From an optimization exercise on the open Yosys and OpenROAD flow, aimed at small area; shortcuts taken in it are not production practice. At most, simulation tests tie the RTL to the original design; equivalence was not proved. Power is estimated from default activity; no workload was simulated.

==> flow/design.v <==
`timescale 1ns / 1ps
module cpu8(
	input clk,
	input rst,                  
	output [7:0] imem_addr,     
	input [15:0] imem_data,     
	output [7:0] dmem_addr,
	output [7:0] dmem_wdata,
	output dmem_we,
	input [7:0] dmem_rdata,     
	input [7:0] dip,            
	output [7:0] result         
	);
wire [15:0] i = imem_data;
wire       msb = i[15];
wire [3:0] a1  = i[14:11];
wire [4:0] lo  = i[10:6];       
wire [2:0] in1 = i[5:3];
wire [2:0] in2 = i[2:0];
wire [2:0] ls  = i[10:8];
wire [7:0] imm = i[7:0];
wire a1_0 = (a1 == 4'd0);
wire a1_6 = (a1 == 4'd6);
wire a1_8 = (a1 == 4'd8);
wire a1_9 = (a1 == 4'd9);
wire ldsel = a1_6 | (a1 == 4'd7) | a1_9;
wire isLoad  = msb & ldsel;
wire isStore = msb & a1_8;
wire isJump  = msb & ~a1[3] & ~(a1[2] & a1[1]);
wire [31:0] lod = 32'd1 << lo;
wire [31:0] opd = a1_0 ? lod : 32'd0;
wire op_196  = a1_6 & lod[4];
wire sel_sum = opd[1] | opd[3] | opd[15] | opd[16];
wire sel_p   = opd[4] | opd[5] | opd[8] | opd[18];
wire sel_g   = opd[2] | opd[4];
wire sel_b   = opd[6];
wire sel_d1  = opd[20] | op_196;
wire sel_sh  = opd[9] | opd[10] | opd[11] | opd[12] | opd[13] | opd[14];
wire op_shr  = opd[9] | opd[10];
wire op_shl  = opd[11] | opd[12];
wire op_rot  = opd[13] | opd[14];
wire known   = opd[0] | sel_sum | sel_p | sel_g | sel_b | sel_d1 | sel_sh;
wire sel_3   = ~known;
wire rw = ldsel | (opd[1] | opd[2] | opd[3] | opd[4] | opd[5] | opd[6] | opd[8]
                   | sel_sh | opd[15] | opd[16] | opd[20]);
reg [7:0] r [0:7];
wire [2:0] rbad = a1[3] ? ls : in2;
wire [7:0] d1 = r[in1];
wire [7:0] rb = r[rbad];
wire use_b = ~lo[3] & (~lo[4] | lo[2]);
wire inv_b = (lo[4] & ~lo[1]) | (lo[0] & lo[1] & ~lo[2]) | (lo[3] & ~lo[0]);
wire cin   = lo[1] | lo[2];
wire [7:0] b = ({8{use_b}} & rb) ^ {8{inv_b}};
wire [7:0] p = d1 ^ b;
wire [7:0] g = d1 & b;
wire [8:0] sum = {1'b0, d1} + {1'b0, b} + {8'd0, cin};
wire [2:0] n = in2;
wire right = op_shr | opd[14];
wire [2:0] k = right ? (3'd0 - n) : n;
wire [7:0] s1 = k[0] ? {d1[6:0], d1[7]}   : d1;
wire [7:0] s2 = k[1] ? {s1[5:0], s1[7:6]} : s1;
wire [7:0] rot = k[2] ? {s2[3:0], s2[7:4]} : s2;
wire [7:0] th = 8'hff << n;                  
wire [7:0] thr = {th[0], th[1], th[2], th[3], th[4], th[5], th[6], th[7]};
wire [7:0] mask = ~({8{op_shl}} & ~th) & ~({8{op_shr}} & ~thr);
wire [7:0] shres = rot & mask;
wire [7:0] res = ({8{sel_sum}} & sum[7:0]) | ({8{sel_p}} & p) | ({8{sel_g}} & g)
               | ({8{sel_b}} & rb) | ({8{sel_d1}} & d1) | ({8{sel_sh}} & shres)
               | {6'd0, sel_3, sel_3};
assign result = res;
reg fz, fc, fs, fo;
wire nz = (n != 3'd0);
wire setzs = sel_sum | opd[2] | opd[4] | opd[5] | sel_sh | opd[20];
wire [7:0] zsrc = opd[20] ? sum[7:0] : res;
wire zn = (zsrc == 8'd0);
wire sn = zsrc[7];
reg cn, on;
always @(*) begin
	cn = fc; on = fo;
	if (opd[1] | opd[15]) begin cn = sum[8];  on = sum[8]; end
	if (opd[16])          begin cn = ~sum[8]; on = ~sum[8]; end
	if (opd[3] | opd[20]) begin on = fc; end
	if (opd[2] | opd[4] | opd[5]) begin cn = 1'b0; on = 1'b0; end
	if (op_shr)           begin cn = nz & rot[7]; on = res[7] ^ d1[7]; end
	if (op_shl)           begin cn = nz & rot[0]; on = res[7] ^ d1[7]; end
	if (op_rot)           begin cn = res[7]; on = d1[7]; end
end
always @(posedge clk) begin
	if (rst) begin
		fz <= 1'b0; fc <= 1'b0; fs <= 1'b0; fo <= 1'b0;
	end else begin
		if (setzs) begin fz <= zn; fs <= sn; end
		fc <= cn; fo <= on;
	end
end
wire [2:0] wa = isLoad ? ls : in1;
wire [7:0] wd = isLoad ? (a1_6 ? imm : a1_9 ? dip : dmem_rdata) : res;
always @(posedge clk) begin
	if (rst) begin
		r[0] <= 8'd4; r[1] <= 8'd9; r[2] <= 8'd11; r[3] <= 8'd3;
		r[4] <= 8'd3; r[5] <= 8'd5; r[6] <= 8'd6; r[7] <= 8'd7;
	end else if (rw) begin
		r[wa] <= wd;
	end
end
reg [7:0] pc;
reg take;
always @(*) begin
	case (a1[2:0])
	3'd0: take = fz;
	3'd1: take = fc;
	3'd2: take = ~fc & ~fz;
	3'd3: take = fs ^ fo;
	3'd4: take = ~(fs ^ fo) & ~fz;
	default: take = 1'b1;
	endcase
end
always @(posedge clk) begin
	if (rst)                 pc <= 8'd0;
	else if (isJump & take)  pc <= imm;
	else                     pc <= pc + 8'd1;
end
assign imem_addr = pc;
assign dmem_addr = imm;
assign dmem_wdata = rb;
assign dmem_we = isStore;
endmodule
==> flow/config.mk <==
export PLATFORM = sky130hd
export DESIGN_NAME = cpu8
export DESIGN_NICKNAME = cpu8
export VERILOG_FILES = /design/flow/design.v
export SDC_FILE = /design/flow/constraint.sdc
export NUM_CORES = 4
export LEC_CHECK = 0
export ABC_AREA = 1
export CAP_MARGIN = 20
export CORE_MARGIN = 2
export CORE_UTILIZATION = 40
export GPL_TIMING_DRIVEN = 0
export SLEW_MARGIN = 20
==> flow/constraint.sdc <==
create_clock -name core_clock -period 7.0 [get_ports {clk}]
set_input_delay 1.4000 -clock core_clock [delete_from_list [all_inputs] [get_ports {clk}]]
set_output_delay 1.4000 -clock core_clock [all_outputs]
set_load 0.01 [all_outputs]
standard.sh (not shown) runs the stock make flow with config.mk's settings and CLKGATE_MAP_FILE= SYNTH_SCRIPT=/design/flow/synth_recipe.tcl, a recipe that flattens the netlist after the stock synthesis.
==> flow/flow/run.sh <==
#!/bin/bash
# Standard ORFS layout with two changes: an area-oriented ABC mapping
# script (flow/abc.script) and minimum-size port buffers.
set -uo pipefail
rm -rf scripts_mod
cp -r "$FLOW_HOME/scripts" scripts_mod
cp flow/abc.script scripts_mod/abc_area.script
bash standard.sh SCRIPTS_DIR="$PWD/scripts_mod" ABC_AREA=1 \
  "BUFFER_PORTS_ARGS=-buffer_cell sky130_fd_sc_hd__buf_1" finish > standard.log 2>&1
==> flow/flow/abc.script <==
strash
dch
amap
topo
stime -c
upsize -c
dnsize -c
Rerun with:
--- a/flow/design.v
+++ b/flow/design.v
@@ -45,7 +45,15 @@
                    | sel_sh | opd[15] | opd[16] | opd[20]);
 reg [7:0] r [0:7];
-wire [2:0] rbad = a1[3] ? ls : in2;
-wire [7:0] d1 = r[in1];
-wire [7:0] rb = r[rbad];
+wire [7:0] sa = 8'd1 << in1;
+wire [7:0] sb = a1[3] ? (8'd1 << ls) : (8'd1 << in2);
+reg [7:0] d1, rb;
+integer j;
+always @(*) begin
+	d1 = 8'd0; rb = 8'd0;
+	for (j = 0; j < 8; j = j + 1) begin
+		d1 = d1 | ({8{sa[j]}} & r[j]);
+		rb = rb | ({8{sb[j]}} & r[j]);
+	end
+end
 wire use_b = ~lo[3] & (~lo[4] | lo[2]);
 wire inv_b = (lo[4] & ~lo[1]) | (lo[0] & lo[1] & ~lo[2]) | (lo[3] & ~lo[0]);
@@ -72,7 +80,6 @@
 wire nz = (n != 3'd0);
 wire setzs = sel_sum | opd[2] | opd[4] | opd[5] | sel_sh | opd[20];
-wire [7:0] zsrc = opd[20] ? sum[7:0] : res;
-wire zn = (zsrc == 8'd0);
-wire sn = zsrc[7];
+wire zn = opd[20] ? (&p) : (res == 8'd0);
+wire sn = opd[20] ? sum[7] : res[7];
 reg cn, on;
 always @(*) begin
Final cell count is higher by 6.2%; count of clock-buffer cells in the layout stays the same; worst hold slack is worse by 23 ps; sequential power shrinks by about 1%; cell area is higher by 2.7%; routed wire length is higher by 7.6%; clock skew stays flat; sequential cell count is unchanged; critical path depth falls by 2; first-iteration DRC count drops by about 20%.
Function not checked in the second run of this note: the RTL went through the layout flow alone.


Setup of job 101:
Starts from the design.v that is shown in full above.
export LEC_CHECK = 0
export ABC_AREA = 1
export CAP_MARGIN = 20
export CORE_MARGIN = 2
export CORE_UTILIZATION = 40
export GPL_TIMING_DRIVEN = 0
export SLEW_MARGIN = 20
create_clock -name core_clock -period 7.0 [get_ports {clk}]
==> flow/flow/run.sh <==
#!/bin/bash
# Standard ORFS layout with two changes: an area-oriented ABC mapping
# script (flow/abc.script) and minimum-size port buffers.
set -uo pipefail
rm -rf scripts_mod
cp -r "$FLOW_HOME/scripts" scripts_mod
cp flow/abc.script scripts_mod/abc_area.script
bash standard.sh SCRIPTS_DIR="$PWD/scripts_mod" ABC_AREA=1 ADDER_MAP_FILE= \
  "BUFFER_PORTS_ARGS=-buffer_cell sky130_fd_sc_hd__buf_1" "CTS_ARGS=-sink_clustering_enable -repair_clock_nets -buf_list sky130_fd_sc_hd__clkbuf_8 -dont_use_dummy_load" finish > standard.log 2>&1
==> flow/flow/abc.script <==
strash
dch
amap
The following lists how job 102 was set up differently from job 101:
--- a/flow/design.v
+++ b/flow/design.v
@@ -40,16 +40,16 @@
 wire op_shl  = opd[11] | opd[12];
 wire op_rot  = opd[13] | opd[14];
 wire known   = opd[0] | sel_sum | sel_p | sel_g | sel_b | sel_d1 | sel_sh;
 wire sel_3   = ~known;
 wire rw = ldsel | (opd[1] | opd[2] | opd[3] | opd[4] | opd[5] | opd[6] | opd[8]
                    | sel_sh | opd[15] | opd[16] | opd[20]);
-reg [7:0] r [0:7];
+reg [63:0] rf;                  
 wire [2:0] rbad = a1[3] ? ls : in2;
-wire [7:0] d1 = r[in1];
-wire [7:0] rb = r[rbad];
+wire [7:0] d1 = rf[8*in1 +: 8];
+wire [7:0] rb = rf[8*rbad +: 8];
 wire use_b = ~lo[3] & (~lo[4] | lo[2]);
 wire inv_b = (lo[4] & ~lo[1]) | (lo[0] & lo[1] & ~lo[2]) | (lo[3] & ~lo[0]);
 wire cin   = lo[1] | lo[2];
 wire [7:0] b = ({8{use_b}} & rb) ^ {8{inv_b}};
 wire [7:0] p = d1 ^ b;
 wire [7:0] g = d1 & b;
@@ -92,20 +92,23 @@
 		if (setzs) begin fz <= zn; fs <= sn; end
 		fc <= cn; fo <= on;
 	end
 end
 wire [2:0] wa = isLoad ? ls : in1;
 wire [7:0] wd = isLoad ? (a1_6 ? imm : a1_9 ? dip : dmem_rdata) : res;
-always @(posedge clk) begin
-	if (rst) begin
-		r[0] <= 8'd4; r[1] <= 8'd9; r[2] <= 8'd11; r[3] <= 8'd3;
-		r[4] <= 8'd3; r[5] <= 8'd5; r[6] <= 8'd6; r[7] <= 8'd7;
-	end else if (rw) begin
-		r[wa] <= wd;
+wire [63:0] init = {8'd7, 8'd6, 8'd5, 8'd3, 8'd3, 8'd11, 8'd9, 8'd4};
+wire [7:0] wd0 = wd & ~{8{rst}};
+wire [7:0] wd1 = wd | {8{rst}};
+wire [7:0] wsel = 8'd1 << wa;
+genvar wk, bb;
+generate for (wk = 0; wk < 8; wk = wk + 1) begin : wr
+	wire en = rst | (rw & wsel[wk]);
+	for (bb = 0; bb < 8; bb = bb + 1) begin : bt
+		always @(posedge clk) if (en) rf[8*wk+bb] <= init[8*wk+bb] ? wd1[bb] : wd0[bb];
 	end
-end
+end endgenerate
 reg [7:0] pc;
 reg take;
 always @(*) begin
 	case (a1[2:0])
 	3'd0: take = fz;
 	3'd1: take = fc;
- [job 102] share of power burned in the clock network fell 1.3 points relative to job 101
- Changes observed in job 102 relative to job 101: global-route met1 utilization shows an increase of 4.3 points, overall die width shows a reduction of 2.6 um.
- In job 102 the path depth of the worst reg2reg path turned out 4 higher than in job 101.
- Summed instance area of the synthesized netlist improves in job 102 relative to job 101.
- Higher placement row count was reported by job 101, not job 102.
- Taking job 101 as the reference, in job 102 post-synthesis instance total decreased by about 10% relative to the old numbers; final routed wire length divided by cell count increased by about 0.64% relative to the old numbers; relative slew slack increased by 2.3 points relative to the old numbers; power increased by 1.4% relative to the old numbers; pin slew with the least headroom to its limit decreased by 0.034 ns relative to the old numbers.
- Of job 102 and job 101, job 102 shows the higher sequential cell area share, with job 101 below it.
- Total length of routed met3 wires for job 102 is higher than for job 101.
- Wire length after detailed routing down about 6% in job 102 wrt job 101

==> port drivers added, routing unchanged <==
The results above use ideal ports. As a check the final layouts listed here were re-extracted and re-timed, cells and wires unchanged. Step 1: set_driving_cell puts a clkbuf_16 on clk and a buf_2 on each other input, an assumption about the parent block. Step 2 also shifts input and output timing later by t, the mid clock arrival at the registers, as if the neighbouring blocks saw the same clock. Three values: ideal, step 1, step 2; two values: the first two.
run	shift t [ns]	setup WS [ns]	worst hold slack (ns)	clock arrival spread, ns	slew at the worst register clock pin (ns)
the first run of note 1	0.372	0.190 / 0.159 / 0.159	0.520 / 0.520 / 0.520	0.009 / 0.008	0.06 / 0.06
the second run of note 1	0.389	0.237 / 0.217 / 0.217	0.498 / 0.498 / 0.498	0.007 / 0.007	0.06 / 0.06
job 101	0.394	0.268 / 0.244 / 0.244	0.485 / 0.485 / 0.485	0.020 / 0.020	0.08 / 0.08
job 102	0.385	0.150 / 0.124 / 0.124	0.485 / 0.485 / 0.485	0.007 / 0.007	0.07 / 0.07
After both steps every run listed still meets setup and hold. The setup slack of the first run of note 1, which loses most, moves by -0.031 ns with the drivers and by -0.031 ns with both steps.
